This design comes from an exercise in tuning for small area and a short achievable clock period on the open sky130 flow, not from production work.
At most, simulation tests tie the RTL to the original design; equivalence was not proved.
For runs 6 and 7, only the layout was checked, not whether the RTL still works.
Power and IR drop assume default switching activity.

==> flow/design.v <==
module APB_INT_Count #(
    parameter DATA_WIDTH = 32,
    parameter ADDR_WIDTH = 16
)
(
    input  wire                     PCLK,
    input  wire                     PRESETn,
    input  wire                     PSEL,
    input  wire                     PENABLE,
    input  wire                     PWRITE,
    input  wire [ADDR_WIDTH-1:0]    PADDR,
    input  wire [DATA_WIDTH-1:0]    PWDATA,
    output reg  [DATA_WIDTH-1:0]    PRDATA,
    output reg                      PREADY,
    output reg                      PSLVERR,
    output wire                     linux_irq,
    output wire                     lim_irq,
    output wire                     itim_irq,
    input  wire                     linux_ack,
    input  wire                     lim_ack,
    input  wire                     itim_ack
);
    reg  [31:0] ctrl [1:3];
    reg  [31:0] cnt0 [1:3];           
    reg  [31:0] slot [1:3][0:8];      
    reg  [8:0]  ptr  [1:3];           
    reg         invalid_access;
    assign linux_irq = ctrl[1][0];
    assign lim_irq   = ctrl[2][0];
    assign itim_irq  = ctrl[3][0];
    wire [3:1] ack = {itim_ack, lim_ack, linux_ack};
    wire [3:1] irq = {itim_irq, lim_irq, linux_irq};
    wire       acc  = PSEL & PENABLE;
    wire       wacc = acc & PWRITE;
    wire       racc = acc & ~PWRITE;
    wire       hi0  = (PADDR[15:8] == 8'h00) && (PADDR[1:0] == 2'b00);
    wire [5:0] a    = PADDR[7:2];
    wire [3:0] lo   = PADDR[5:2];
    wire [15:0] dlo;
    genvar gi;
    generate
        for (gi = 0; gi < 16; gi = gi + 1) begin : g_dlo
            assign dlo[gi] = (lo == gi);
        end
    endgenerate
    wire grp0 = hi0 & (PADDR[7:6] == 2'b00);
    wire grp1 = hi0 & (PADDR[7:6] == 2'b01);
    wire grp2 = hi0 & (PADDR[7:6] == 2'b10);
    wire [3:1] wr_ctrl = {wacc & grp0 & dlo[3], wacc & grp0 & dlo[2], wacc & grp0 & dlo[1]};
    wire [3:1] load    = {wacc & grp2 & dlo[0], wacc & grp1 & dlo[0], wacc & grp0 & dlo[4]};
    wire       wvalid  = grp0 & (dlo[0] | dlo[1] | dlo[2] | dlo[3] | dlo[4])
                       | (grp1 | grp2) & dlo[0];
    wire       rvalid  = grp0 & (lo <= 4'd13) | (grp1 | grp2) & (lo <= 4'd9);
    wire [3:1] grp = {grp2, grp1, grp0};
    wire [3:0] off [1:3];
    assign off[1] = 4'd4;
    assign off[2] = 4'd0;
    assign off[3] = 4'd0;
    reg  [31:0] rdata;
    integer c, s, j;
    always @* begin
        rdata = {31'd0, racc & grp0 & dlo[0]};                    
        for (c = 1; c <= 3; c = c + 1) begin
            rdata = rdata | ({32{racc & grp0 & dlo[c]}} & ctrl[c]);
            rdata = rdata | ({32{racc & grp[c] & dlo[off[c]]}} & cnt0[c]);
            for (s = 0; s < 9; s = s + 1) begin : g_sel
                reg sel;
                sel = 1'b0;
                for (j = 1; j <= 9; j = j + 1)
                    sel = sel | (dlo[off[c] + j] & ptr[c][(s + j) % 9]);
                rdata = rdata | ({32{racc & grp[c] & sel}} & slot[c][s]);
            end
        end
        rdata = rdata | ({32{~racc}} & PRDATA);                    
    end
    wire [31:0] bus [1:3];
    genvar gc, gs;
    generate
        for (gc = 1; gc <= 3; gc = gc + 1) begin : g_ch
            wire shift = ack[gc] & ~irq[gc] & ~load[gc];
            assign bus[gc] = cnt0[gc] & {32{PRESETn}};
            always @(posedge PCLK) begin
                if (!PRESETn)
                    cnt0[gc] <= 32'd0;
                else if (load[gc])
                    cnt0[gc] <= PWDATA;
                else if (irq[gc])
                    cnt0[gc] <= cnt0[gc] + 32'd1;
                else if (ack[gc])
                    cnt0[gc] <= 32'd0;
            end
            always @(posedge PCLK) begin
                if (!PRESETn)
                    ptr[gc] <= 9'b000000001;
                else if (shift)
                    ptr[gc] <= {ptr[gc][7:0], ptr[gc][8]};
            end
            for (gs = 0; gs < 9; gs = gs + 1) begin : g_slot
                always @(posedge PCLK) begin
                    if (!PRESETn || (shift && ptr[gc][gs]))
                        slot[gc][gs] <= bus[gc];
                end
            end
        end
    endgenerate
    always @(posedge PCLK or negedge PRESETn) begin
        if (!PRESETn) begin
            ctrl[1] <= 32'd0;
            ctrl[2] <= 32'd0;
            ctrl[3] <= 32'd0;
            PRDATA <= 32'd0;
            PREADY <= 1'b0;
            PSLVERR <= 1'b0;
            invalid_access <= 1'b0;
        end else begin
            for (c = 1; c <= 3; c = c + 1) begin
                if (wr_ctrl[c])
                    ctrl[c] <= PWDATA;
                else if (ack[c])
                    ctrl[c][0] <= 1'b0;
            end
            PRDATA <= rdata;
            invalid_access <= acc & ~(PWRITE ? wvalid : rvalid);
            PREADY <= acc & ~invalid_access;
            PSLVERR <= acc & invalid_access;
        end
    end
endmodule
==> flow/run.sh <==
#!/bin/bash
# synth_recipe.tcl (not shown) runs the flow's synth.tcl, then flattens the netlist and writes it again
# the make line also repeats each setting of config.mk as NAME=value (left out here)
make -C /OpenROAD-flow-scripts/flow DESIGN_CONFIG=/design/flow/config.mk WORK_HOME=/design/flow/orfs CLKGATE_MAP_FILE= SYNTH_SCRIPT=/design/flow/synth_recipe.tcl finish
==> flow/config.mk <==
export PLATFORM = sky130hd
export DESIGN_NAME = APB_INT_Count
export DESIGN_NICKNAME = APB_INT_Count
export VERILOG_FILES = /design/flow/design.v
export SDC_FILE = /design/flow/constraint.sdc
export NUM_CORES = 4
export LEC_CHECK = 0
export ABC_CLOCK_PERIOD_IN_PS = 1000
export CAP_MARGIN = 20
export CORE_MARGIN = 2
export CORE_UTILIZATION = 40
export SETUP_SLACK_MARGIN = 5
export SLEW_MARGIN = 20
==> flow/constraint.sdc <==
create_clock -name core_clock -period 10.0 [get_ports {PCLK}]
set_input_delay 2.0000 -clock core_clock [delete_from_list [all_inputs] [get_ports {PCLK}]]
set_output_delay 2.0000 -clock core_clock [all_outputs]
set_load 0.01 [all_outputs]
==> metrics.md, run 1 <==
| Metric | Value |
|---|---|
| Share of cells above drive strength 1 | 13.2% |
| # IOs | 93 |
| Critical Path AT | 5.64 ns |
| Hold Path Class | reg2reg |
| Top Family by Delay on Critical Path | simple AND/OR/NAND/NOR gates |
| Number of synthesized flops with an enable pin | 864 |
| Final RePlAce weighted congestion | 0.906 |
| CTS buffer count | 110 |
| Largest area contributor in the netlist | edfxtp_1 |
| Design Area, Final | 54000 um^2 |
| Area grow syn2layout | 13.8% |
| Primary FF master, synth | edfxtp_1 |
| Drt drc | 0 |
| Hpwl dp | 103000 um |
| Largest net degree at the start of global routing | 125 |
| Most frequent cells in the layout | edfxtp_1 (864), a22oi_1 (264), nand2_1 (229) |
| Tot Pwr | 9.94 mW |
| Clock slew at reported path FFs | 0.06 ns |
| Gr usage total | 27.7% |
| Count of endpoints failing setup in the final report | 0 |
| Placed cell area | 49900 um^2 |
| Critical Path Max Stage Delay | 0.77 ns |
| MaxCap Viol Count | 0 |
| Final ANT Viol Nets | 0 |
| DR vias | 33.9k |
| Routed WL per cell | 33.0 um |
| Asr flop ratio synth | 11.7% |
| Commonest non-fill, non-tap cell in the layout | edfxtp_1 |
| Worst-margin pin slew | 1.32 ns |
| Htree depth | 3 |
| Yosys warns | 5 |
| Inst Count DP | 4976 |
| Die W | 348 um |
| Initial Utilization | 40.3% |
| Slew HR | 12.0% |
| Slew Limit Fails | 0 |
| Period utilization | 49.9% |
| Post-synthesis instance area | 47400 um^2 |
| Synthesized area per cell | 13.4 um^2 |
| Clock tree sinks | 1118 |
| Fin nets | 3614 |
| Fin cells | 5191 |
| Initial DRC count | 5414 |
| Vias in the first global route | 31.4k |
| Pwr Density | 184 nW/um^2 |
| Outcome | timing/DRC/antenna clean |
| Critical setup path kind | in2reg |
| Wirelength, routed | 171000 um |
| Initial antenna violation count | 10 |
| FMAX | 0.200 GHz |
| CTS Buffer Depth | 3 |
| First-pass GRT wire length | 240000 um |
| DRT Pass-1 Iters | 6 |
| Core Footprint | 118000 um^2 |
| Via/cell ratio | 6.53 |
| Die area | 121000 um^2 |
| Peak supply drop | 157 uV |
| Crit-path cells | buf_2 > buf_6 > nor3b_1 > a221oi_1 > o211ai_1 > and2_2 > buf_4 > a22o_1 > a221oi_1 > and3_1 > nand3_1 |
| Crit-path slowest cell | nor3b_1 |
| CP Buf/Inv Count | 3 |
| RSZ-0062 raised after global routing | false |
| Layout fillers | 10.3k |
| TritonCTS clock tree | yes |
| Fin util | 45.8% |
| Setup TNS | 0 ns |
| CP Max Fanout | 71 |
| Seq. cell area | 31700 um^2 |
| WP data required | 10.65 ns |
| Sequential-to-total area share from yosys stat | 66.8% |
| Row count | 126 |
| Post-Syn Instances | 3541 |
| Library cells used by synthesis | 94 |
| Final Hold Viols | 0 |
| Die height | 348 um |
| Gr ovfl total | 0 |
| Tmin final | 4.99 ns |
| Leak pwr | 19.3 nW |
| Synth area leaders | edfxtp_1 (55%), dfrtp_1 (6.9%), dfxtp_1 (5.2%), a22oi_1 (4.2%), mux2_2 (2.4%) |
| Top cell by count, worst path | a221oi_1 |
| #FFs+latches synth | 1118 |
| CTS Root Cell | clkbuf_16 |
| Port bufs | 92 |
| Dpl ws | 3.56 ns |
| Area of the multi-input gates | 14700 um^2 |
| Syn_nets | 3600 |
| Post-synth top area share | 54.7% |
| CP endpoint kind | flop |
| CP startpoint kind | input pin |
| Final clock skew | 0.0438 ns |
| PnR worst setup slack | 5.01 ns |
| Hold_buf cts | 0 |
| Worst-skew pair later-pin latency | 0.72 ns |
| Worst hold slack | 0.423 ns |
==> Yosys cell counts, drive strengths merged, types with 102 or more instances <==
master and number:
a221oi 119, nand2 257, dfrtp 131, mux2 102, a21oi 144, clkbuf 160, and2 117, o21ai 113
nand3 128, edfxtp 864, buf 124, dfxtp 123, a22oi 265
==> flip-flops by register name, summed over array words and instances (netlist names) <==
name,flops
PSLVERR,1
PREADY,1
invalid_access,1
cnt0,96
PRDATA,32
ptr,27
slot,864
ctrl,96
==> logic make-up (layout without fill, tap and decap cells) <==
| logic type | after synthesis | count (layout) | synth area share [%] |
|---|---|---|---|
| DFF | 1118 | 1118 | 66.8 |
| AOI/OAI and AO/OA | 1001 | 1001 | 15.7 |
| and+or+nand+nor | 949 | 949 | 10.9 |
| buffers and inverters | 307 | 418 | 2.89 |
| muxes | 137 | 137 | 3.17 |
| xor gates and xnor gates | 25 | 25 | 0.462 |
| adders and majority gates | 4 | 4 | 0.100 |
| other | 0 | 3 | 0 |
==> power by group <==
group / internal [mW] / switching (mW) / total, mW
combinational: 0.0745 / 0.294 / 0.369
sequential: 5.14 / 0.0475 / 5.18
clock: 2.51 / 1.87 / 4.39
total: 7.72 / 2.22 / 9.94
==> worst register-to-register path, cell delays in order (launching register included) <==
cell      delay (ns)
dfxtp_1         0.44
mux2_4          0.33
a32o_1          0.25
or4b_4          0.59
and2_4          0.40
a211o_1         0.44
a221oi_2        0.18
nand3_1         0.11
or4_1           0.52
==> worst paths after layout <==
path	startpoint	to	slack, ns	cells past startpoint
worst max-delay path	PADDR[5]	PRDATA[27]	5.01	11
worst min-delay path	invalid_access	PREADY	0.42	1
worst max register to register	ptr[1][0]	PRDATA[14]	6.63	8
worst min register to register	invalid_access	PREADY	0.42	1
max in group asynchronous	PRESETn	PSLVERR	7.48	2
min in group asynchronous	PRESETn	ctrl[1][15]	1.30	1
==> final cells by class <==
class	instances	area share, %
repair buffers	186	3.20
flip-flops and latches	1118	58.7
well taps	1536	3.56
inverters	23	0.160
diodes	3	0.0139
clock inverters	61	1.54
clock buffers	148	5.61
multi-input cells	2116	27.2
==> repair_timing <==
item	CTS	global route
cloned	0	0
setup endpoints to repair	895	429
setup buffers	1	1
resized for setup	26	17
pin swaps	0	1
endpoints found under the hold margin	0	0
==> layer usage <==
| metal | part of all wire (%) | track usage [%] | wire, um |
|---|---|---|---|
| met1 | 40 | 38.9 | 68900 |
| met2 | 44 | 41.6 | 75200 |
| met3 | 12 | 6.64 | 20400 |
| met5 | 0.023 | 0 | 40 |
| met4 | 4.0 | 10.2 | 6930 |
==> inputs of run 2 (changes only) <==
--- a/flow/config.mk
+++ b/flow/config.mk
@@ -7,3 +7,2 @@
 export LEC_CHECK = 0
-export ABC_CLOCK_PERIOD_IN_PS = 1000
 export CAP_MARGIN = 20
@@ -11,3 +10,6 @@
 export CORE_UTILIZATION = 40
+export CTS_BUF_LIST = sky130_fd_sc_hd__clkbuf_8
+export CTS_CLUSTER_SIZE = 24
 export SETUP_SLACK_MARGIN = 5
 export SLEW_MARGIN = 20
+export TNS_END_PERCENT = 10
==> run 2 against run 1 <==
Compared with the run above: cell count grew 2.4%; first-iteration DRC count grew 1.4%; sequential share of layout area grew 0.47 points; non-clock buffer count grew 1; clock-buffer cell count grew 50; core utilization shrank 0.37 points; sequential cell count is the same; critical path type unchanged; largest power group unchanged.
==> metrics.md, run 2 <==
| Metric | Value |
|---|---|
| Outcome | timing/DRC/antenna clean |
| Gr usage total | 27.9% |
| Setup TNS | 0 ns |
| Dpl ws | 3.56 ns |
| Final Hold Viols | 0 |
| Fin util | 45.5% |
| RSZ-0062 raised after global routing | true |
| Layout fillers | 10.4k |
| #FFs+latches synth | 1118 |
| Htree depth | 4 |
| Initial Utilization | 40.3% |
| Critical setup path kind | in2reg |
| Top-count cell post-synth | edfxtp_1 |
| Pwr Density | 176 nW/um^2 |
| CP endpoint kind | flop |
| Final ANT Viol Nets | 0 |
| Slew HR | 10.3% |
| Initial DRC count | 5490 |
| Crit-path slowest cell | a221oi_1 |
| Hold Path Class | reg2reg |
| DR vias | 34.5k |
| GR Util met1 | 39.3% |
| Worst R2R Start | ptr[1][0] |
| Largest regs | slot x864, cnt0 x96, ctrl x96 |
| Critical Path Max Stage Delay | 1.03 ns |
| Via/cell ratio | 6.49 |
| CTS buffer count | 178 |
| Beginning of the worst hold path | invalid_access |
| MaxCap Viol Count | 0 |
| Sequential-to-total area share from yosys stat | 66.8% |
| # IOs | 93 |
| Worst-margin pin slew | 1.34 ns |
| Port bufs | 92 |
| WP data required | 10.72 ns |
| Routed WL per cell | 32.4 um |
| Post-Syn Instances | 3541 |
| Worst setup startpoint | PADDR[5] |
| Final RePlAce weighted congestion | 0.906 |
| TritonCTS clock tree | yes |
| FMAX | 0.195 GHz |
| Post-synth top cells | edfxtp_1 (864), a22oi_1 (265), nand2_1 (257) |
| Area grow syn2layout | 12.9% |
| CTS Buffer Depth | 3 |
| Largest net degree at the start of global routing | 125 |
| Syn_nets | 3600 |
| Peak supply drop | 144 uV |
| Critical Path AT | 5.85 ns |
| Largest reg by FF count | slot |
| Crit-path cells | buf_2 > buf_4 > nor4bb_4 > buf_4 > a22o_1 > a221oi_1 > o21ai_0 > a221oi_1 > and3_1 > nand3_1 > nand3b_1 |
| Row count | 126 |
| Die W | 348 um |
| Wirelength, routed | 172000 um |
| Met3 Track Usage GR | 6.66% |
| Tot Pwr | 9.44 mW |
| Met2 Track Usage GR | 41.7% |
| Die height | 348 um |
| Clock tree sinks | 1118 |
| Post-synth top area share | 54.7% |
| Primary FF master, synth | edfxtp_1 |
| Share of cells above drive strength 1 | 14.3% |
| Hpwl dp | 103000 um |
| CP Max Fanout | 71 |
| First-pass GRT wire length | 242000 um |
| PnR worst setup slack | 4.87 ns |
| GR peak layer | met2 |
| Largest area contributor in the netlist | edfxtp_1 |
| Vias in the first global route | 32.1k |
| Final clock skew | 0.0465 ns |
| Core Footprint | 118000 um^2 |
| Commonest non-fill, non-tap cell in the layout | edfxtp_1 |
| Number of synthesized flops with an enable pin | 864 |
| Top Family by Delay on Critical Path | compound AO/OA/AOI/OAI gates |
| Die area | 121000 um^2 |
| Synthesized area per cell | 13.4 um^2 |
| DRT Pass-1 Iters | 7 |
| CTS Root Cell | clkbuf_8 |
| Drt drc | 0 |
| Leak pwr | 19.5 nW |
| Post-synthesis instance area | 47400 um^2 |
| Library cells used by synthesis | 94 |
| Max FFs per register | 864 |
| CP startpoint kind | input pin |
| Gr ovfl total | 0 |
| Most frequent cells in the layout | edfxtp_1 (864), a22oi_1 (265), nand2_1 (229) |
| Initial antenna violation count | 6 |
| Period utilization | 51.3% |
| Clock slew at reported path FFs | 0.06 ns |
| CP Buf/Inv Count | 3 |
| Synth area leaders | edfxtp_1 (55%), dfrtp_1 (6.9%), dfxtp_1 (5.2%), a22oi_1 (4.2%), mux2_2 (2.4%) |
| Fin nets | 3683 |
| Slew Limit Fails | 0 |
| Asr flop ratio synth | 11.7% |
| Worst-skew pair later-pin latency | 0.87 ns |
| Count of endpoints failing setup in the final report | 0 |
| Yosys warns | 5 |
| Tmin final | 5.13 ns |
==> run 2: cell counts after synthesis <==
No cell type changed its count.
==> run 2: kinds of logic (layout without fill, tap and decap cells) <==
logic type,Yosys count,count (layout),synth area share [%]
compound gates,1001,1001,15.7
mux,137,137,3.17
xor+xnor,25,25,0.462
simple gates,949,949,10.9
fa+ha+maj,4,4,0.100
buf+inv,307,543,2.89
flops,1118,1118,66.8
other cells,0,4,0
==> run 2: repair_timing <==
item | 4_1_cts | 5_1_grt
resized for setup | 7 | 3
gates cloned | 0 | 0
endpoints found under the setup margin | 303 | 612
hold buffers | 0 | 0
setup buffers | 1 | 0
==> run 2: where the power goes <==
group | internal [mW] | switching [mW] | total [mW]
clock | 2.00 | 1.89 | 3.88
sequential | 5.14 | 0.0478 | 5.19
combinational | 0.0713 | 0.293 | 0.364
total | 7.21 | 2.23 | 9.44
==> run 2: cell type report <==
class / instances / area [um^2] / area share, %
sequential: 1118 / 31700 / 59.2
multi-input combinational: 2116 / 14600 / 27.3
clock buffer: 198 / 2730 / 5.09
tap: 1536 / 1920 / 3.59
timing repair buffer: 187 / 1660 / 3.10
clock inverter: 135 / 820 / 1.53
inverter: 23 / 86.3 / 0.161
antenna: 4 / 10.0 / 0.0187
==> run 2: path summary, 6_finish.rpt <==
path	endpoint	slack, ns	depth (start not counted)
setup reg to reg	PRDATA[1]	6.57	9
max in group asynchronous	PRDATA[5]	7.59	2
hold reg to reg	PREADY	0.43	1
hold / removal	PREADY	0.43	1
min in group asynchronous	ctrl[2][27]	1.19	1
setup / recovery	PRDATA[30]	4.87	11
==> run 2: through the flow <==
| stage | hold slack [ns] | instances | area [um^2] |
|---|---|---|---|
| global placement | 0.416 | 4975 | 49900 |
| detailed placement | 0.418 | 4976 | 49900 |
| CTS | 0.429 | 5310 | 53500 |
| floorplan | 0.395 | 3541 | 47400 |
| finish | 0.427 | 5317 | 53500 |
| global route | 0.455 | 5314 | 53500 |
==> run 2: metal layers <==
layer,up-vias,part of all wire [%]
li1,14300,-
met1,17400,40
met2,2384,44
met3,343,12
met4,4,3.7
met5,-,0.017
==> inputs of run 3 (changes only) <==
--- a/flow/config.mk
+++ b/flow/config.mk
@@ -10,6 +10,2 @@
 export CORE_UTILIZATION = 40
-export CTS_BUF_LIST = sky130_fd_sc_hd__clkbuf_8
-export CTS_CLUSTER_SIZE = 24
-export SETUP_SLACK_MARGIN = 5
 export SLEW_MARGIN = 20
-export TNS_END_PERCENT = 10
==> run 3 against run 2 <==
Compared with the run above: cell area is 0.18% lower; core utilization is 0.080 points lower; clock power is 5.4% higher; first-iteration DRC count is 2.0% higher; setup slack worse by 0.42 ns; synthesized cell count stayed put; non-clock buffer count is 3 higher; total power is 2.1% higher; via count is 0.79% lower; clock-buffer cell count is 53 lower; critical path type unchanged; largest cell class unchanged.
==> metrics.md, run 3 <==
| Metric | Value |
|---|---|
| Outcome | timing/DRC/antenna clean |
| Initial antenna violation count | 11 |
| Count of endpoints failing setup in the final report | 0 |
| Fin cells | 5190 |
| Die area | 121000 um^2 |
| Top Family by Delay on Critical Path | simple AND/OR/NAND/NOR gates |
| Seq. cell area | 31700 um^2 |
| Clock slew at reported path FFs | 0.06 ns |
| Final Hold Viols | 0 |
| Via/cell ratio | 6.59 |
| Critical setup path kind | in2reg |
| Hold Path Class | reg2reg |
| Largest reg by FF count | slot |
| Final ANT Viol Nets | 0 |
| RSZ-0062 raised after global routing | false |
| Max FFs per register | 864 |
| Setup bufs post-CTS | 0 |
| Die height | 348 um |
| Tot Pwr | 9.63 mW |
| Htree depth | 3 |
| Reg2Reg Setup Slack | 6.51 ns |
| Largest regs | slot x864, cnt0 x96, ctrl x96 |
| Worst-case reg-to-reg path depth | 9 |
| Vias in the first global route | 31.8k |
| Post-synthesis instance area | 47400 um^2 |
| Routed WL per cell | 33.4 um |
| CP startpoint kind | input pin |
| Worst R2R Start | ptr[2][2] |
| Crit-path slowest cell | nor3_1 |
| DRT Pass-1 Iters | 8 |
| CP Max Fanout | 50 |
| Largest net degree at the start of global routing | 164 |
| Largest area contributor in the netlist | edfxtp_1 |
| Hpwl dp | 105000 um |
| Worst R2R End | PRDATA[24] |
| CTS buffer count | 109 |
| Top-count cell post-synth | edfxtp_1 |
| Final clock skew | 0.0526 ns |
| Row count | 126 |
| Inst Count DP | 4977 |
| Period utilization | 55.4% |
| Wirelength, routed | 173000 um |
| Leak pwr | 19.1 nW |
| Share of cells above drive strength 1 | 12.7% |
| Initial Utilization | 40.3% |
| Clock tree sinks | 1118 |
| Drt drc | 0 |
| Area grow syn2layout | 12.7% |
| Port bufs | 92 |
| #FFs+latches synth | 1118 |
| Most frequent cells in the layout | edfxtp_1 (864), a22oi_1 (265), nand2_1 (230) |
| TritonCTS clock tree | yes |
| CTS resizes | 0 |
| Setup TNS | 0 ns |
| Post-synth top area share | 54.7% |
| CTS Buffer Depth | 3 |
| Synth area leaders | edfxtp_1 (55%), dfrtp_1 (6.9%), dfxtp_1 (5.2%), a22oi_1 (4.2%), mux2_2 (2.4%) |
| Core Footprint | 118000 um^2 |
| Area of the multi-input gates | 14600 um^2 |
| Post-synth top cells | edfxtp_1 (864), a22oi_1 (265), nand2_1 (257) |
| Commonest non-fill, non-tap cell in the layout | edfxtp_1 |
| Critical Path Max Stage Delay | 0.80 ns |
| Primary FF master, synth | edfxtp_1 |
| Asr flop ratio synth | 11.7% |
| Die W | 348 um |
| Synthesized area per cell | 13.4 um^2 |
| Crit-path cells | clkdlybuf4s50_1 > or4_1 > nor3_1 > and3_1 > nand2_2 > and3_1 > nand2_1 > nand2_2 > buf_4 |
| Tmin final | 5.54 ns |
| Hold endpoint | PREADY |
| Gr ovfl total | 0 |
| Peak supply drop | 142 uV |
| Slew Limit Fails | 0 |
| First-pass GRT wire length | 243000 um |
| Syn_nets | 3600 |
| Initial DRC count | 5600 |
| Slew HR | 17.3% |
| Worst-skew pair later-pin latency | 0.72 ns |
| Yosys warns | 5 |
| Critical Path AT | 5.88 ns |
| DR vias | 34.2k |
| CP endpoint kind | flop |
| Sequential-to-total area share from yosys stat | 66.8% |
| Hold Crit Depth | 1 |
| FMAX | 0.180 GHz |
| Layout fillers | 10.4k |
| Number of synthesized flops with an enable pin | 864 |
| Beginning of the worst hold path | invalid_access |
| Fin nets | 3617 |
| Library cells used by synthesis | 94 |
| CP Buf/Inv Count | 2 |
| Worst-margin pin slew | 1.24 ns |
| Pwr Density | 180 nW/um^2 |
| Hold_buf cts | 0 |
| WP data required | 10.33 ns |
| MaxCap Viol Count | 0 |
| Post-Syn Instances | 3541 |
| Gr usage total | 28.0% |
| # IOs | 93 |
| Final RePlAce weighted congestion | 0.935 |
| CTS Root Cell | clkbuf_16 |
## run 3: cell counts after synthesis
No cell type changed its count.
## run 3: cell type report
cell class | instances | area share (%)
diodes | 2 | 0.00936
clock buffers | 145 | 5.51
clock inverters | 60 | 1.04
inverters | 23 | 0.162
multi-input cells | 2116 | 27.3
flip-flops and latches | 1118 | 59.3
well taps | 1536 | 3.60
repair buffers | 190 | 3.09
## run 3: worst max-delay path by stage
stage / endpoint / start / slack, ns / cells past startpoint
after floorplan: slot[17][0] / PADDR[5] / 3.66 / 9
after global placement: slot[18][12] / PADDR[9] / 3.85 / 9
after detailed placement: slot[18][12] / PADDR[9] / 3.82 / 9
after CTS: slot[18][21] / PADDR[9] / 4.53 / 9
after global routing: slot[25][31] / PADDR[9] / 4.26 / 9
final: slot[18][21] / PADDR[9] / 4.46 / 9
## run 3: cells by family (layout without fill, tap and decap cells)
logic type	count (synthesis)	in the layout	share of synthesized area, %
flops	1118	1118	66.8
compound gates	1001	1001	15.7
simple gates	949	949	10.9
buf+inv	307	418	2.89
mux	137	137	3.17
xor+xnor	25	25	0.462
fa+ha+maj	4	4	0.100
other cells	0	2	0
## run 3: power by group
group          total (mW)  leakage, nW  internal [mW]  switching [mW]
Clock                4.09         1.70           2.26            1.83
Combinational       0.363         5.58         0.0703           0.293
Sequential           5.19         11.8           5.14          0.0486
## run 3: stage by stage
step | hold WS [ns] | utilization, % | setup slack, ns | cell area [um^2]
floorplan | 0.395 | - | 3.66 | 47400
detailed placement | 0.416 | 42.4 | 3.82 | 49900
CTS | 0.424 | 45.3 | 4.53 | 53400
global placement | 0.406 | 42.4 | 3.85 | 49900
global route | 0.440 | 45.4 | 4.26 | 53400
finish | 0.422 | 45.4 | 4.46 | 53500
## run 3: routing by layer
metal	global-route usage [%]	wire [um]	vias to the layer above
met5	0	11	-
met4	10.5	6970	2
met3	6.17	20000	350
met2	42.0	76200	2351
met1	39.8	70000	17400
li1	-	-	14100
==> inputs of run 4 (changes only) <==
--- a/flow/config.mk
+++ b/flow/config.mk
@@ -7,2 +7,3 @@
 export LEC_CHECK = 0
+export ABC_CLOCK_PERIOD_IN_PS = 2500
 export CAP_MARGIN = 20
@@ -10,2 +11,3 @@
 export CORE_UTILIZATION = 40
+export SETUP_SLACK_MARGIN = 5
 export SLEW_MARGIN = 20
==> run 4 against run 3 <==
Compared with the run above: still clean on timing, DRC and antenna; sequential share of layout area shrank 0.58 points; combinational power grew 2%; global-route usage shrank 0.34 points; sequential power is essentially flat; total power grew 3.2%; largest power group unchanged.
==> metrics.md, run 4 <==
| Metric | Value |
|---|---|
| Outcome | timing/DRC/antenna clean |
| Top cell by count, worst path | a221oi_1 |
| Top-count cell post-synth | edfxtp_1 |
| Share of cells above drive strength 1 | 13.2% |
| Via/cell ratio | 6.53 |
| Largest net degree at the start of global routing | 125 |
| Die height | 348 um |
| Die W | 348 um |
| Hold Path Class | reg2reg |
| CP endpoint kind | flop |
| Most frequent cells in the layout | edfxtp_1 (864), a22oi_1 (264), nand2_1 (229) |
| CP Max Fanout | 71 |
| Wirelength, routed | 171000 um |
| Critical setup path kind | in2reg |
| Crit-path slowest cell | nor3b_1 |
| Initial DRC count | 5414 |
| Die area | 121000 um^2 |
| Switching share of total power | 22.3% |
| Slew HR | 12.0% |
| Combinational power share | 3.7% |
| Tmin final | 4.99 ns |
| CP startpoint kind | input pin |
| Pwr Density | 184 nW/um^2 |
| Commonest non-fill, non-tap cell in the layout | edfxtp_1 |
| Clock network power share | 44.1% |
| Vias in the first global route | 31.4k |
| # IOs | 93 |
| Initial Utilization | 40.3% |
| Int Pwr | 7.72 mW |
| Port bufs | 92 |
| Top Family by Delay on Critical Path | simple AND/OR/NAND/NOR gates |
| First-pass GRT wire length | 240000 um |
| CTS Root Cell | clkbuf_16 |
| Max FFs per register | 864 |
| Final ANT Viol Nets | 0 |
| Crit-path cells | buf_2 > buf_6 > nor3b_1 > a221oi_1 > o211ai_1 > and2_2 > buf_4 > a22o_1 > a221oi_1 > and3_1 > nand3_1 |
| FMAX | 0.200 GHz |
| Primary FF master, synth | edfxtp_1 |
| DR vias | 33.9k |
| Layout fillers | 10.3k |
| Slew Limit Fails | 0 |
| Area grow syn2layout | 13.8% |
| Number of synthesized flops with an enable pin | 864 |
| Asr flop ratio synth | 11.7% |
| Leak pwr | 19.3 nW |
| Sequential share of power | 52.2% |
| Yosys warns | 5 |
| Clock slew at reported path FFs | 0.06 ns |
| Gr ovfl total | 0 |
| Final RePlAce weighted congestion | 0.906 |
| MaxCap Viol Count | 0 |
| Routed WL per cell | 33.0 um |
| Period utilization | 49.9% |
| Drt drc | 0 |
| Largest regs | slot x864, cnt0 x96, ctrl x96 |
| Sw Pwr | 2.22 mW |
| Final Hold Viols | 0 |
| Post-synth top area share | 54.7% |
| Critical Path AT | 5.64 ns |
| Htree depth | 3 |
| Synthesized area per cell | 13.4 um^2 |
| Sequential-to-total area share from yosys stat | 66.8% |
| Critical Path Max Stage Delay | 0.77 ns |
| #FFs+latches synth | 1118 |
| CTS buffer count | 110 |
| TritonCTS clock tree | yes |
| Dpl ws | 3.56 ns |
| Post-synthesis instance area | 47400 um^2 |
| Row count | 126 |
| Fin nets | 3614 |
| Worst-skew pair later-pin latency | 0.72 ns |
| Synth area leaders | edfxtp_1 (55%), dfrtp_1 (6.9%), dfxtp_1 (5.2%), a22oi_1 (4.2%), mux2_2 (2.4%) |
| Final clock skew | 0.0438 ns |
| Hpwl dp | 103000 um |
| Setup TNS | 0 ns |
| Clock tree sinks | 1118 |
| Gr usage total | 27.7% |
| Peak supply drop | 157 uV |
| Worst-margin pin slew | 1.32 ns |
| CP Buf/Inv Count | 3 |
| Largest reg by FF count | slot |
| Post-Syn Instances | 3541 |
| CTS Buffer Depth | 3 |
| Count of endpoints failing setup in the final report | 0 |
| PnR worst setup slack | 5.01 ns |
| Largest area contributor in the netlist | edfxtp_1 |
| RSZ-0062 raised after global routing | false |
| Library cells used by synthesis | 94 |
| DRT Pass-1 Iters | 6 |
| Syn_nets | 3600 |
| Core Footprint | 118000 um^2 |
| Post-synth top cells | edfxtp_1 (864), a22oi_1 (265), nand2_1 (257) |
| WP data required | 10.65 ns |
| Initial antenna violation count | 10 |
[run 4: cell counts after synthesis]
Identical to the previous run, type by type.
[run 4: layout make-up]
type | instances | area [um^2] | share of cell area [%]
timing repair buffer | 186 | 1730 | 3.20
clock inverter | 61 | 832 | 1.54
antenna | 3 | 7.51 | 0.0139
clock buffer | 148 | 3030 | 5.61
sequential | 1118 | 31700 | 58.7
inverter | 23 | 86.3 | 0.160
tap | 1536 | 1920 | 3.56
multi-input combinational | 2116 | 14700 | 27.2
[run 4: per-layer routing]
layer,GRT usage (%),share of wire (%),wire length [um],vias up
met5,0,0.023,40,-
met4,10.2,4.0,6930,6
met3,6.64,12,20400,356
met2,41.6,44,75200,2287
met1,38.9,40,68900,17100
li1,-,-,-,14100
[run 4: final timing paths]
kind                                      from           to  slack, ns  cells after the start
worst min-delay path            invalid_access       PREADY       0.42                      1
min in group asynchronous              PRESETn  ctrl[1][15]       1.30                      1
worst max-delay path                  PADDR[5]   PRDATA[27]       5.01                     11
max in group asynchronous              PRESETn      PSLVERR       7.48                      2
worst max register to register       ptr[1][0]   PRDATA[14]       6.63                      8
worst min register to register  invalid_access       PREADY       0.42                      1
[run 4: cell families after synthesis]
group	Yosys count	share of synthesized area (%)
flops	1118	66.8
xor+xnor	25	0.462
buf+inv	307	2.89
mux	137	3.17
compound gates	1001	15.7
fa+ha+maj	4	0.100
simple gates	949	10.9
[run 4: worst reg2reg max path, stage by stage, from the launching register on]
cell and delay [ns]:
dfxtp_1 0.44, mux2_4 0.33, a32o_1 0.25, or4b_4 0.59, and2_4 0.40, a211o_1 0.44
a221oi_2 0.18, nand3_1 0.11, or4_1 0.52
[run 4: stage by stage]
| step | instance area [um^2] | std cells | hold slack (ns) | utilization (%) | power, mW |
|---|---|---|---|---|---|
| finish | 54000 | 5191 | 0.423 | 45.8 | 9.94 |
| global route | 54000 | 5188 | 0.452 | 45.8 | 10.2 |
| CTS | 53900 | 5186 | 0.426 | 45.7 | 9.94 |
| detailed placement | 49900 | 4976 | 0.418 | 42.4 | 5.64 |
| global placement | 49900 | 4975 | 0.416 | 42.4 | 5.63 |
| floorplan | 47400 | 3541 | 0.395 | - | 5.43 |
[run 4: timing repair]
action | 4_1_cts | 5_1_grt
gates resized for setup | 26 | 17
endpoints found under the setup margin | 895 | 429
pin swaps | 0 | 1
setup buffers | 1 | 1
hold buffers | 0 | 0
[run 4: power by group through the flow]
stage	registers, mW	logic [mW]	clock network, mW
2_1_floorplan	5.26	0.166	0
3_3_place_gp	5.28	0.354	0
3_5_place_dp	5.28	0.354	0
4_1_cts	5.18	0.358	4.40
5_1_grt	5.19	0.376	4.59
6_report	5.18	0.369	4.39
==> inputs of run 5 (changes only) <==
==> flow/flow/run.sh (new file) <==
#!/bin/bash
set -euo pipefail
bash standard.sh SETUP_SLACK_MARGIN=6.5 TNS_END_PERCENT=20 finish > flow_make.log 2>&1
==> flow/standard.sh (new file) <==
#!/bin/bash
# synth_recipe.tcl (not shown) runs the flow's synth.tcl, then flattens the netlist and writes it again
# the make line also repeats each setting of config.mk as NAME=value (left out here)
make -C /OpenROAD-flow-scripts/flow DESIGN_CONFIG=/design/flow/config.mk WORK_HOME=/design/flow/orfs CLKGATE_MAP_FILE= SYNTH_SCRIPT=/design/flow/synth_recipe.tcl "${@:-finish}"
--- a/flow/config.mk
+++ b/flow/config.mk
@@ -7,3 +7,3 @@
 export LEC_CHECK = 0
-export ABC_CLOCK_PERIOD_IN_PS = 2500
+export ABC_CLOCK_PERIOD_IN_PS = 1000
 export CAP_MARGIN = 20
removed: flow/run.sh
==> run 5 against run 4 <==
Compared with the run above: the layout now fails its checks (max-slew violations); clock power about the same; largest power group unchanged; core utilization increased by 7.4 points; clock skew up 0.026 ns; sequential cell count unchanged; setup slack gained 0.66 ns; critical endpoint is now PRDATA[25]; via count up 20%.
==> metrics.md, run 5 <==
| Metric | Value |
|---|---|
| Largest area contributor in the netlist | edfxtp_1 |
| Hpwl dp | 105000 um |
| Slew HR | -2.98% |
| Final Hold Viols | 0 |
| CP startpoint kind | input pin |
| Clock slew at reported path FFs | 0.06 ns |
| Number of synthesized flops with an enable pin | 864 |
| CP endpoint kind | flop |
| Post-synthesis instance area | 47400 um^2 |
| MaxCap Viol Count | 0 |
| Core Footprint | 118000 um^2 |
| Complex-gate fraction of the synthesized area | 15.7% |
| Critical Path AT | 4.94 ns |
| Setup TNS | 0 ns |
| Drt drc | 0 |
| Pwr Density | 163 nW/um^2 |
| Library cells used by synthesis | 94 |
| Fin nets | 4009 |
| Critical setup path kind | in2reg |
| Area grow syn2layout | 32.2% |
| CTS Root Cell | clkbuf_16 |
| Post-synth top cells | edfxtp_1 (864), a22oi_1 (265), nand2_1 (257) |
| Commonest non-fill, non-tap cell in the layout | edfxtp_1 |
| Via/cell ratio | 7.25 |
| Sequential-to-total area share from yosys stat | 66.8% |
| Largest regs | slot x864, cnt0 x96, ctrl x96 |
| Count of endpoints failing setup in the final report | 0 |
| Synth area leaders | edfxtp_1 (55%), dfrtp_1 (6.9%), dfxtp_1 (5.2%), a22oi_1 (4.2%), mux2_2 (2.4%) |
| Syn_nets | 3600 |
| #FFs+latches synth | 1118 |
| Vias in the first global route | 35.2k |
| Slew Limit Fails | 21 |
| Worst-skew pair later-pin latency | 0.79 ns |
| Die W | 348 um |
| Gr usage total | 35.3% |
| Row count | 126 |
| Most frequent cells in the layout | edfxtp_1 (864), a22oi_1 (241), nand2_1 (196) |
| Final clock skew | 0.0698 ns |
| Leak pwr | 23.1 nW |
| Primary FF master, synth | edfxtp_1 |
| First-pass GRT wire length | 296000 um |
| Post-Synth Adder-Cell Area | 0.100% |
| Share of cells above drive strength 1 | 26.5% |
| Largest reg by FF count | slot |
| Tmin final | 4.33 ns |
| Largest family of logic cells by synthesized area | compound AO/OA/AOI/OAI gates |
| # IOs | 93 |
| Routed WL per cell | 42.6 um |
| Port bufs | 92 |
| Final ANT Viol Nets | 0 |
| Period utilization | 43.3% |
| Post-Syn Instances | 3541 |
| Die height | 348 um |
| Largest net degree at the start of global routing | 147 |
| Die area | 121000 um^2 |
| Asr flop ratio synth | 11.7% |
| Worst-margin pin slew | 1.54 ns |
| CTS Buffer Depth | 3 |
| Dpl ws | 3.96 ns |
| Peak supply drop | 150 uV |
| XOR/XNOR Fraction of Synth Area | 0.462% |
| Max FFs per register | 864 |
| Synthesized area per cell | 13.4 um^2 |
| Top-count cell post-synth | edfxtp_1 |
| Hold_buf cts | 0 |
| Clock tree sinks | 1118 |
| PnR worst setup slack | 5.67 ns |
| Initial Utilization | 40.3% |
| Initial DRC count | 8672 |
| Hold Path Class | reg2reg |
| DR vias | 40.6k |
| Gr ovfl total | 0 |
| CTS buffer count | 111 |
| Outcome | failed layout checks |
| Post-Synth Simple-Gate Area | 10.9% |
| WP data required | 10.61 ns |
| Violated checks | max-slew violations |
| Initial antenna violation count | 23 |
| FMAX | 0.231 GHz |
| Yosys warns | 5 |
| Post-synth top area share | 54.7% |
| RSZ-0062 raised after global routing | true |
| Htree depth | 3 |
| Mux contribution to synthesized area | 3.17% |
| DRT Pass-1 Iters | 9 |
| TritonCTS clock tree | yes |
| Wirelength, routed | 238000 um |
| CP Max Fanout | 7 |
| Final RePlAce weighted congestion | 0.924 |
## run 5: cell counts after synthesis
Identical to the previous run, type by type.
## run 5: area by class of cell
| cell class | count | area (um^2) |
|---|---|---|
| repair buffers | 501 | 7150 |
| well taps | 1536 | 1920 |
| clock inverters | 67 | 790 |
| fillers | 9171 | 55100 |
| clock buffers | 145 | 3010 |
| diodes | 12 | 30.0 |
| inverters | 23 | 86.3 |
| flip-flops and latches | 1118 | 31700 |
| multi-input cells | 2195 | 18000 |
## run 5: routing by layer
metal  GRT usage, %  routed length, um  vias up
met5           1.20                394        -
met4           26.1              24800       24
met3           14.1              42100     1194
met2           49.3              94200     4358
met1           43.9              76700    19900
li1               -                  -    15100
## run 5: repair_timing
| item | CTS | global route |
|---|---|---|
| buffers inserted | 174 | 105 |
| cloned | 102 | 44 |
| pin swaps | 107 | 109 |
| resized for setup | 460 | 198 |
| hold endpoints to repair | 0 | 0 |
| endpoints found under the setup margin | 1440 | 1665 |
## run 5: metrics by stage
step,std cells,util [%],cell area [um^2],power (mW),hold slack [ns]
after floorplan,3541,-,47800,5.44,0.395
after CTS,5434,50.7,59700,10.0,0.426
after global placement,4946,42.3,49800,5.63,0.416
after global routing,5586,53.2,62700,10.4,0.465
after detailed placement,4946,42.3,49800,5.63,0.418
final,5597,53.2,62700,10.2,0.432
## run 5: worst paths after layout
| check | end | slack (ns) | depth (start not counted) | start |
|---|---|---|---|---|
| worst max-delay path | PRDATA[25] | 5.67 | 10 | PADDR[3] |
| worst min-delay path | PREADY | 0.43 | 1 | invalid_access |
| worst max register to register | cnt0[2][31] | 6.69 | 8 | cnt0[2][4] |
| worst min register to register | PREADY | 0.43 | 1 | invalid_access |
| max in group asynchronous | PRDATA[5] | 7.00 | 2 | PRESETn |
| min in group asynchronous | ctrl[2][31] | 1.13 | 1 | PRESETn |
## run 5: logic make-up after synthesis
kind of cell,after synthesis
XOR/XNOR,25
AO/OA/AOI/OAI,1001
AND/OR/NAND/NOR,949
flip-flops,1118
buffers and inverters,307
adder cells (fa/ha/maj),4
multiplexers,137
## run 5: worst max-delay path, stage by stage
cell and delay (ns):
buf_16 0.13, buf_16 0.13, buf_4 0.16, nor2_1 0.18
a222oi_1 1.23, o21ai_1 0.23, a21o_1 0.25, a221oi_2 0.18
nand3_1 0.11, or3_1 0.32
## run 5: power breakdown
group	internal, mW	switching, mW
registers	5.14	0.0632
logic	0.180	0.458
clock network	2.45	1.96
==> inputs of run 6 (changes only) <==
--- a/flow/design.v
+++ b/flow/design.v
@@ -22,6 +22,7 @@
 );
-    reg  [31:0] ctrl [1:3];
-    reg  [31:0] cnt0 [1:3];           
-    reg  [31:0] slot [1:3][0:8];      
-    reg  [8:0]  ptr  [1:3];           
+    reg  [31:0] ctrl  [1:3];
+    reg  [31:0] cnt0  [1:3];           
+    reg  [31:0] slot  [1:3][0:9];      
+    reg  [9:0]  ptr   [1:3];           
+    reg  [9:1]  fill  [1:3];           
     reg         invalid_access;
@@ -36,3 +37,2 @@
     wire       hi0  = (PADDR[15:8] == 8'h00) && (PADDR[1:0] == 2'b00);
-    wire [5:0] a    = PADDR[7:2];
     wire [3:0] lo   = PADDR[5:2];
@@ -48,2 +48,7 @@
     wire grp2 = hi0 & (PADDR[7:6] == 2'b10);
+    wire [3:1] grp = {grp2, grp1, grp0};
+    function [3:0] base;
+        input integer ch;
+        base = (ch == 1) ? 4'd4 : 4'd0;
+    endfunction
     wire [3:1] wr_ctrl = {wacc & grp0 & dlo[3], wacc & grp0 & dlo[2], wacc & grp0 & dlo[1]};
@@ -53,8 +58,5 @@
     wire       rvalid  = grp0 & (lo <= 4'd13) | (grp1 | grp2) & (lo <= 4'd9);
-    wire [3:1] grp = {grp2, grp1, grp0};
-    wire [3:0] off [1:3];
-    assign off[1] = 4'd4;
-    assign off[2] = 4'd0;
-    assign off[3] = 4'd0;
     reg  [31:0] rdata;
+    reg  [9:1]  rk;
+    reg         sel;
     integer c, s, j;
@@ -64,9 +66,10 @@
             rdata = rdata | ({32{racc & grp0 & dlo[c]}} & ctrl[c]);
-            rdata = rdata | ({32{racc & grp[c] & dlo[off[c]]}} & cnt0[c]);
-            for (s = 0; s < 9; s = s + 1) begin : g_sel
-                reg sel;
+            rdata = rdata | ({32{racc & grp[c] & dlo[base(c)]}} & cnt0[c]);
+            for (j = 1; j <= 9; j = j + 1)
+                rk[j] = racc & grp[c] & dlo[base(c) + j] & fill[c][j];   
+            for (s = 0; s < 10; s = s + 1) begin
                 sel = 1'b0;
                 for (j = 1; j <= 9; j = j + 1)
-                    sel = sel | (dlo[off[c] + j] & ptr[c][(s + j) % 9]);
-                rdata = rdata | ({32{racc & grp[c] & sel}} & slot[c][s]);
+                    sel = sel | (rk[j] & ptr[c][(s + j) % 10]);
+                rdata = rdata | ({32{sel}} & slot[c][s]);
             end
@@ -75,3 +78,2 @@
     end
-    wire [31:0] bus [1:3];
     genvar gc, gs;
@@ -80,3 +82,2 @@
             wire shift = ack[gc] & ~irq[gc] & ~load[gc];
-            assign bus[gc] = cnt0[gc] & {32{PRESETn}};
             always @(posedge PCLK) begin
@@ -92,12 +93,14 @@
             always @(posedge PCLK) begin
-                if (!PRESETn)
-                    ptr[gc] <= 9'b000000001;
-                else if (shift)
-                    ptr[gc] <= {ptr[gc][7:0], ptr[gc][8]};
+                if (!PRESETn) begin
+                    ptr[gc]   <= 10'd1;
+                    fill[gc]  <= 9'd0;
+                end else if (shift) begin
+                    ptr[gc]   <= {ptr[gc][8:0], ptr[gc][9]};
+                    fill[gc]  <= {fill[gc][8:1], 1'b1};
+                end
             end
-            for (gs = 0; gs < 9; gs = gs + 1) begin : g_slot
-                always @(posedge PCLK) begin
-                    if (!PRESETn || (shift && ptr[gc][gs]))
-                        slot[gc][gs] <= bus[gc];
-                end
+            for (gs = 0; gs < 10; gs = gs + 1) begin : g_slot
+                always @(posedge PCLK)
+                    if (ptr[gc][gs])
+                        slot[gc][gs] <= cnt0[gc];
             end
==> flow/flow/run.sh (replaced) <==
#!/bin/bash
set -euo pipefail
bash standard.sh SETUP_SLACK_MARGIN=7 finish > flow_make.log 2>&1
==> run 6 against run 5 <==
Compared with the run above: clock power increased by about 10%; the run now finishes clean; global-route usage decreased by 0.059 points; critical path depth increased by 4; register-to-register slack got worse by 0.34 ns; cell count increased by 7.7%; via count increased by 5.7%; total power increased by 5.6%; largest power group unchanged; largest cell class unchanged; clock skew decreased by 0.037 ns.
==> metrics.md, run 6 <==
| Metric | Value |
|---|---|
| Pwr Density | 162 nW/um^2 |
| Share of cells above drive strength 1 | 30.7% |
| Post-synth top cells | edfxtp_1 (960), nand2_1 (329), a22oi_1 (293) |
| Peak supply drop | 148 uV |
| Initial DRC count | 7916 |
| Sequential-to-total area share from yosys stat | 68.6% |
| Clock tree sinks | 1244 |
| Gr usage total | 35.2% |
| Worst hold slack | 0.472 ns |
| Syn_nets | 3815 |
| Core Footprint | 127000 um^2 |
| Fin util | 52.6% |
| Library cells used by synthesis | 90 |
| Max FFs per register | 960 |
| WP data required | 10.60 ns |
| Slew HR | 7.54% |
| Period utilization | 43.3% |
| Critical Path AT | 4.93 ns |
| Seq. cell area | 35200 um^2 |
| Die area | 131000 um^2 |
| Hold Path Class | reg2reg |
| Initial antenna violation count | 16 |
| Largest reg by FF count | slot |
| Crit-path cells | buf_16 > buf_16 > nor4b_4 > buf_6 > and2_4 > a222oi_1 > a41oi_2 > a31o_4 > buf_6 > buf_12 > buf_16 > a222oi_1 > nand4_1 > or3_1 |
| Post-Syn Instances | 3756 |
| Row count | 131 |
| Final RePlAce weighted congestion | 0.958 |
| Final ANT Viol Nets | 0 |
| MaxCap Viol Count | 0 |
| Post-synthesis instance area | 51300 um^2 |
| RSZ-0062 raised after global routing | true |
| First-pass GRT wire length | 320000 um |
| CP endpoint kind | flop |
| Yosys warns | 6 |
| DR vias | 42.9k |
| Asr flop ratio synth | 10.5% |
| Fin nets | 4308 |
| Clock slew at reported path FFs | 0.07 ns |
| Setup TNS | 0 ns |
| Worst-margin pin slew | 1.38 ns |
| Design Area, Final | 67000 um^2 |
| Port bufs | 92 |
| Slew Limit Fails | 0 |
| Critical setup path kind | in2reg |
| Synthesized area per cell | 13.7 um^2 |
| Most frequent cells in the layout | edfxtp_1 (960), buf_4 (293), nand2_1 (291) |
| Initial Utilization | 40.3% |
| Count of endpoints failing setup in the final report | 0 |
| Area grow syn2layout | 30.5% |
| Primary FF master, synth | edfxtp_1 |
| Leak pwr | 23.9 nW |
| Drt drc | 0 |
| CP Max Fanout | 8 |
| CTS buffer count | 119 |
| Layout fillers | 10.3k |
| Hold_buf cts | 0 |
| Final Hold Viols | 0 |
| Via/cell ratio | 7.12 |
| Largest area contributor in the netlist | edfxtp_1 |
| CP startpoint kind | input pin |
| TritonCTS clock tree | yes |
| Vias in the first global route | 38.9k |
| # IOs | 93 |
| Critical Path Max Stage Delay | 0.46 ns |
| Post-synth top area share | 56.2% |
| FMAX | 0.231 GHz |
| Hpwl dp | 124000 um |
| Largest net degree at the start of global routing | 83 |
| Wirelength, routed | 241000 um |
| Largest regs | slot x960, cnt0 x96, ctrl x96 |
| DRT Pass-1 Iters | 12 |
| Area of the multi-input gates | 17600 um^2 |
| Top cell by count, worst path | buf_16 |
| Tmin final | 4.33 ns |
| Placed cell area | 54900 um^2 |
| CTS Buffer Depth | 3 |
| Die height | 362 um |
| Crit-path slowest cell | a222oi_1 |
| Commonest non-fill, non-tap cell in the layout | edfxtp_1 |
| Top-count cell post-synth | edfxtp_1 |
| CTS Root Cell | clkbuf_16 |
| Die W | 362 um |
| Gr ovfl total | 0 |
| Outcome | timing/DRC/antenna clean |
| Number of synthesized flops with an enable pin | 960 |
| Routed WL per cell | 39.9 um |
| Htree depth | 3 |
| Synth area leaders | edfxtp_1 (56%), dfrtp_1 (6.4%), dfxtp_1 (6.0%), a22oi_1 (4.3%), nand2_1 (2.4%) |
| #FFs+latches synth | 1244 |
| Worst-skew pair later-pin latency | 0.75 ns |
| Final clock skew | 0.0327 ns |
[run 6: cell count changes in the layout (fill, tap and decap cells not counted), moves of 33 or more]
cell / change
clkdlybuf4s50_1: -37
o21ai_0: -35
nand4_1: +53
and2_1: -92
nand2_8: -88
edfxtp_1: +96
a222oi_1: +68
a21oi_1: -34
and3_1: +34
nand2_1: +95
nand3b_1: -45
buf_6: +65
buf_4: +119
dfxtp_2: +33
[run 6: worst paths after layout]
| kind | start | to | slack (ns) | cells after the start |
|---|---|---|---|---|
| min in group asynchronous | PRESETn | PREADY | 1.23 | 1 |
| hold / removal | invalid_access | PREADY | 0.47 | 1 |
| setup / recovery | PADDR[4] | PRDATA[17] | 5.67 | 14 |
| max in group asynchronous | PRESETn | PRDATA[19] | 7.30 | 2 |
| setup reg to reg | ptr[3][5] | PRDATA[19] | 6.35 | 13 |
| hold reg to reg | invalid_access | PREADY | 0.47 | 1 |
[run 6: stage by stage]
| step | cells | power [mW] | setup slack (ns) |
|---|---|---|---|
| 2_1_floorplan | 3756 | 5.81 | 5.59 |
| 3_3_place_gp | 5382 | 5.96 | 3.30 |
| 3_5_place_dp | 5383 | 5.96 | 3.13 |
| 4_1_cts | 5941 | 10.8 | 5.85 |
| 5_1_grt | 6019 | 11.0 | 5.65 |
| 6_report | 6029 | 10.8 | 5.67 |
[run 6: timing repair]
| item | in CTS | in global routing |
|---|---|---|
| cloned | 64 | 11 |
| setup endpoints to repair | 319 | 349 |
| pin swaps | 146 | 173 |
| setup buffers | 268 | 64 |
| gates resized for setup | 760 | 226 |
[run 6: power by group]
part / total (mW) / internal, mW / switching (mW) / leakage (nW)
registers: 5.62 / 5.58 / 0.0387 / 12.1
clock network: 4.86 / 2.79 / 2.07 / 2.02
logic: 0.338 / 0.0979 / 0.241 / 9.81
total: 10.8 / 8.47 / 2.35 / 23.9
[run 6: cell families (layout without fill, tap and decap cells)]
logic type / Yosys count / count (layout) / synth area share (%)
buffers and inverters: 295 / 867 / 2.55
XOR/XNOR: 23 / 23 / 0.393
AND/OR/NAND/NOR: 1036 / 1062 / 10.5
other: 0 / 13 / 0
adder cells (fa/ha/maj): 4 / 4 / 0.0927
multiplexers: 115 / 115 / 2.47
flip-flops: 1244 / 1244 / 68.6
AO/OA/AOI/OAI: 1039 / 1039 / 15.4
[run 6: worst max-delay path: cells and delay by family]
family          cells  cell delay (ns)
compound gates      4             1.28
simple gates        4             0.80
buf+inv             6             0.81
[run 6: routing by layer]
layer	GRT usage, %	wire length (um)	vias up
met5	0.222	106	-
met4	23.9	21000	12
met3	12.6	37200	1138
met2	51.1	101000	4062
met1	44.0	81200	21300
li1	-	-	16400
[run 6: layout make-up]
class                      instances  area share (%)
timing repair buffer             622            11.5
inverter                          19           0.125
sequential                      1244            52.6
clock buffer                     153            4.83
clock inverter                    73            1.41
tap                             1662            3.11
antenna                           13          0.0486
multi-input combinational       2243            26.3
==> inputs of run 7 (changes only) <==
==> flow/run.sh (new file) <==
#!/bin/bash
# synth_recipe.tcl (not shown) runs the flow's synth.tcl, then flattens the netlist and writes it again
# the make line also repeats each setting of config.mk as NAME=value (left out here)
make -C /OpenROAD-flow-scripts/flow DESIGN_CONFIG=/design/flow/config.mk WORK_HOME=/design/flow/orfs CLKGATE_MAP_FILE= SYNTH_SCRIPT=/design/flow/synth_recipe.tcl finish
--- a/flow/config.mk
+++ b/flow/config.mk
@@ -7,3 +7,3 @@
 export LEC_CHECK = 0
-export ABC_CLOCK_PERIOD_IN_PS = 1000
+export ABC_CLOCK_PERIOD_IN_PS = 2500
 export CAP_MARGIN = 20
removed: flow/flow/run.sh
removed: flow/standard.sh
==> run 7 against run 6 <==
Compared with the run above: synthesized cell count unchanged; setup slack worse by 0.68 ns; register-to-register slack worse by 0.52 ns; worst hold slack worse by 0.023 ns; cell count down 6.4%; core utilization down 6.2 points.
==> metrics.md, run 7 <==
| Metric | Value |
|---|---|
| Outcome | timing/DRC/antenna clean |
| Htree depth | 3 |
| Gr usage total | 30.7% |
| Fin util | 46.4% |
| Fin nets | 3930 |
| Die area | 131000 um^2 |
| Placed cell area | 54500 um^2 |
| Largest reg by FF count | slot |
| Worst R2R End | cnt0[1][31] |
| Final RePlAce weighted congestion | 0.920 |
| Wirelength, routed | 205000 um |
| Asr flop ratio synth | 10.5% |
| Slew Limit Fails | 0 |
| Hold endpoint | PREADY |
| Final clock skew | 0.0541 ns |
| Initial antenna violation count | 15 |
| Leak pwr | 20.3 nW |
| Worst-margin pin slew | 1.16 ns |
| Largest regs | slot x960, cnt0 x96, ctrl x96 |
| Clock tree sinks | 1244 |
| Design Area, Final | 59100 um^2 |
| Switching share of total power | 21.4% |
| Sw Pwr | 2.25 mW |
| Int Pwr | 8.26 mW |
| Post-synth top area share | 56.2% |
| DRT Pass-1 Iters | 27 |
| Clock slew at reported path FFs | 0.07 ns |
| Slew HR | 22.7% |
| Largest area contributor in the netlist | edfxtp_1 |
| Sequential share of power | 53.4% |
| Port bufs | 92 |
| Hpwl dp | 120000 um |
| Critical Path AT | 5.61 ns |
| Area of the multi-input gates | 15300 um^2 |
| Clock network power share | 44.3% |
| CP endpoint kind | flop |
| Worst-case reg-to-reg path depth | 7 |
| Peak supply drop | 131 uV |
| Synthesized area per cell | 13.7 um^2 |
| #FFs+latches synth | 1244 |
| Worst R2R Start | cnt0[1][2] |
| WP data required | 10.61 ns |
| Period utilization | 50.0% |
| Tot Pwr | 10.5 mW |
| Die height | 362 um |
| Die W | 362 um |
| Yosys warns | 6 |
| CTS Buffer Depth | 3 |
| FMAX | 0.200 GHz |
| Most frequent cells in the layout | edfxtp_1 (960), nand2_1 (321), a22oi_1 (293) |
| Initial Utilization | 40.3% |
| Worst hold slack | 0.449 ns |
| Routed WL per cell | 36.3 um |
| Count of endpoints failing setup in the final report | 0 |
| Max FFs per register | 960 |
| First-pass GRT wire length | 284000 um |
| Largest net degree at the start of global routing | 105 |
| Beginning of the worst hold path | invalid_access |
| Commonest non-fill, non-tap cell in the layout | edfxtp_1 |
| Hold Crit Depth | 1 |
| CTS Root Cell | clkbuf_16 |
| Tmin final | 5.00 ns |
| # IOs | 93 |
| Final Hold Viols | 0 |
| Drt drc | 0 |
| Library cells used by synthesis | 90 |
| Worst-skew pair later-pin latency | 0.77 ns |
| CTS buffer count | 119 |
| Synth area leaders | edfxtp_1 (56%), dfrtp_1 (6.4%), dfxtp_1 (6.0%), a22oi_1 (4.3%), nand2_1 (2.4%) |
| Number of synthesized flops with an enable pin | 960 |
| MaxCap Viol Count | 0 |
| Setup TNS | 0 ns |
| Post-Syn Instances | 3756 |
| Via/cell ratio | 6.83 |
| TritonCTS clock tree | yes |
| Final ANT Viol Nets | 0 |
| Row count | 131 |
| Critical setup path kind | in2reg |
| Area grow syn2layout | 15.3% |
| CP startpoint kind | input pin |
| DR vias | 38.6k |
| Layout fillers | 11.1k |
| Top-count cell post-synth | edfxtp_1 |
| Core Footprint | 127000 um^2 |
| Initial DRC count | 6727 |
| Seq. cell area | 35200 um^2 |
| Syn_nets | 3815 |
| Share of cells above drive strength 1 | 14.6% |
| RSZ-0062 raised after global routing | true |
| Combinational power share | 2.3% |
| Primary FF master, synth | edfxtp_1 |
| Hold_buf cts | 0 |
| Post-synth top cells | edfxtp_1 (960), nand2_1 (329), a22oi_1 (293) |
| Hold Path Class | reg2reg |
| Pwr Density | 178 nW/um^2 |
| Vias in the first global route | 36.1k |
| CP Max Fanout | 35 |
| Post-synthesis instance area | 51300 um^2 |
| Reg2Reg Setup Slack | 5.83 ns |
| Gr ovfl total | 0 |
| Sequential-to-total area share from yosys stat | 68.6% |
[run 7: changes by cell type in the layout (fill, tap and decap cells not counted), moves of 22 or more]
cell	previous run	this run
buf_4	293	156
buf_12	104	10
buf_6	103	9
clkdlybuf4s50_1	34	84
buf_16	43	1
a221oi_1	37	77
a22oi_1	253	293
a22oi_2	40	0
o21ai_0	70	108
a221oi_2	44	10
nand2_1	291	321
dfrtp_1	106	130
dfrtp_2	25	1
o21ai_1	22	0
[run 7: power groups by stage]
stage / Combinational, mW / Clock, mW / Sequential (mW)
after detailed placement: 0.226 / 0 / 5.72
after global routing: 0.244 / 4.85 / 5.61
after global placement: 0.224 / 0 / 5.72
after CTS: 0.230 / 4.66 / 5.61
final: 0.240 / 4.65 / 5.61
after floorplan: 0.0733 / 0 / 5.73
[run 7: layout make-up]
type | count | area share (%)
Antenna cell | 5 | 0.0212
Clock buffer | 172 | 5.59
Multi-Input combinational cell | 2218 | 25.9
Tap cell | 1662 | 3.52
Inverter | 19 | 0.121
Sequential cell | 1244 | 59.5
Timing Repair Buffer | 269 | 4.14
Clock inverter | 52 | 1.19
[run 7: worst max path at each step]
stage / slack (ns) / cells after the start / from / end
5_1_grt: 4.93 / 14 / PENABLE / PRDATA[0]
3_3_place_gp: 3.33 / 11 / PADDR[13] / PRDATA[8]
2_1_floorplan: 5.48 / 11 / PADDR[4] / PRDATA[16]
6_report: 5.00 / 12 / PENABLE / PRDATA[3]
4_1_cts: 4.95 / 11 / PWRITE / PRDATA[3]
3_5_place_dp: 3.40 / 9 / PWRITE / PRDATA[3]
[run 7: cells by family after synthesis]
logic type / after synthesis / share of synthesized area [%]
adders and majority gates: 4 / 0.0927
and+or+nand+nor: 1036 / 10.5
xor gates and xnor gates: 23 / 0.393
buffers and inverters: 295 / 2.55
DFF: 1244 / 68.6
AOI/OAI and AO/OA: 1039 / 15.4
muxes: 115 / 2.47
[run 7: stage by stage]
step,worst slack [ns],instances
2_1_floorplan,5.48,3756
3_3_place_gp,3.33,5372
3_5_place_dp,3.40,5375
4_1_cts,4.95,5622
5_1_grt,4.93,5636
6_report,5.00,5641
[run 7: layer usage]
| metal | up-vias | share of wire [%] | track usage, % |
|---|---|---|---|
| met4 | 8 | 5.3 | 15.1 |
| met3 | 553 | 14 | 8.70 |
| met5 | - | 0.047 | 0 |
| li1 | 15500 | - | - |
| met2 | 3145 | 43 | 45.8 |
| met1 | 19400 | 37 | 41.0 |
[run 7: worst max-delay path: stages]
cell and delay [ns]:
clkdlybuf4s50_1 0.48, nand3b_1 0.17, buf_4 0.18, buf_12 0.24
nor2_2 0.14, and3_1 0.21, a31o_1 0.22, a2111o_1 0.37
buf_6 0.22, a222oi_1 0.31, nand4_1 0.40, or4_1 0.64
[run 7: timing repair]
| action | in CTS | in global routing |
|---|---|---|
| cloned | 1 | 1 |
| endpoints found under the setup margin | 51 | 82 |
| pin swaps | 11 | 11 |
| resized for setup | 38 | 32 |
| setup buffers | 22 | 13 |

re-timing with driven ports:
In the flow no input, the clock included, has a driving cell. The finished layouts below were timed again as built, in two steps.
Step 1 (the two cells are an assumption about what drives the block):
set clk [get_ports {PCLK}]
set_driving_cell -lib_cell sky130_fd_sc_hd__clkbuf_16 $clk
set_driving_cell -lib_cell sky130_fd_sc_hd__buf_2 [delete_from_list [all_inputs] $clk]
Step 2, shift: input delay + t, output delay - t, t = (earliest + latest rising clock arrival at the registers) / 2. This alone moves slack from input paths to output paths.
a / b / c = ideal ports / drivers / drivers and shift; a / b = the first two.
run	shift t [ns]	slack for setup (ns)	hold slack, ns	worst setup path after step 2	slew at the worst register clock pin (ns)
run 1	0.780	5.008 / 5.067 / 4.287	0.423 / 0.423 / 0.423	input to register	0.07 / 0.07
run 2	0.922	4.872 / 4.923 / 4.001	0.427 / 0.427 / 0.427	input to register	0.07 / 0.07
run 3	0.772	4.456 / 4.509 / 3.736	0.422 / 0.422 / 0.422	input to register	0.07 / 0.07
run 4	0.780	5.008 / 5.067 / 4.287	0.423 / 0.423 / 0.423	input to register	0.07 / 0.07
run 5	0.830	5.669 / 5.579 / 4.749	0.432 / 0.432 / 0.432	input to register	0.08 / 0.08
run 6	0.818	5.675 / 5.555 / 4.737	0.472 / 0.472 / 0.472	input to register	0.07 / 0.07
run 7	0.811	4.998 / 5.043 / 4.232	0.449 / 0.449 / 0.449	input to register	0.07 / 0.07
For run 6, which loses most, drivers alone change the setup slack by -0.120 ns; drivers and shift together by -0.938 ns.
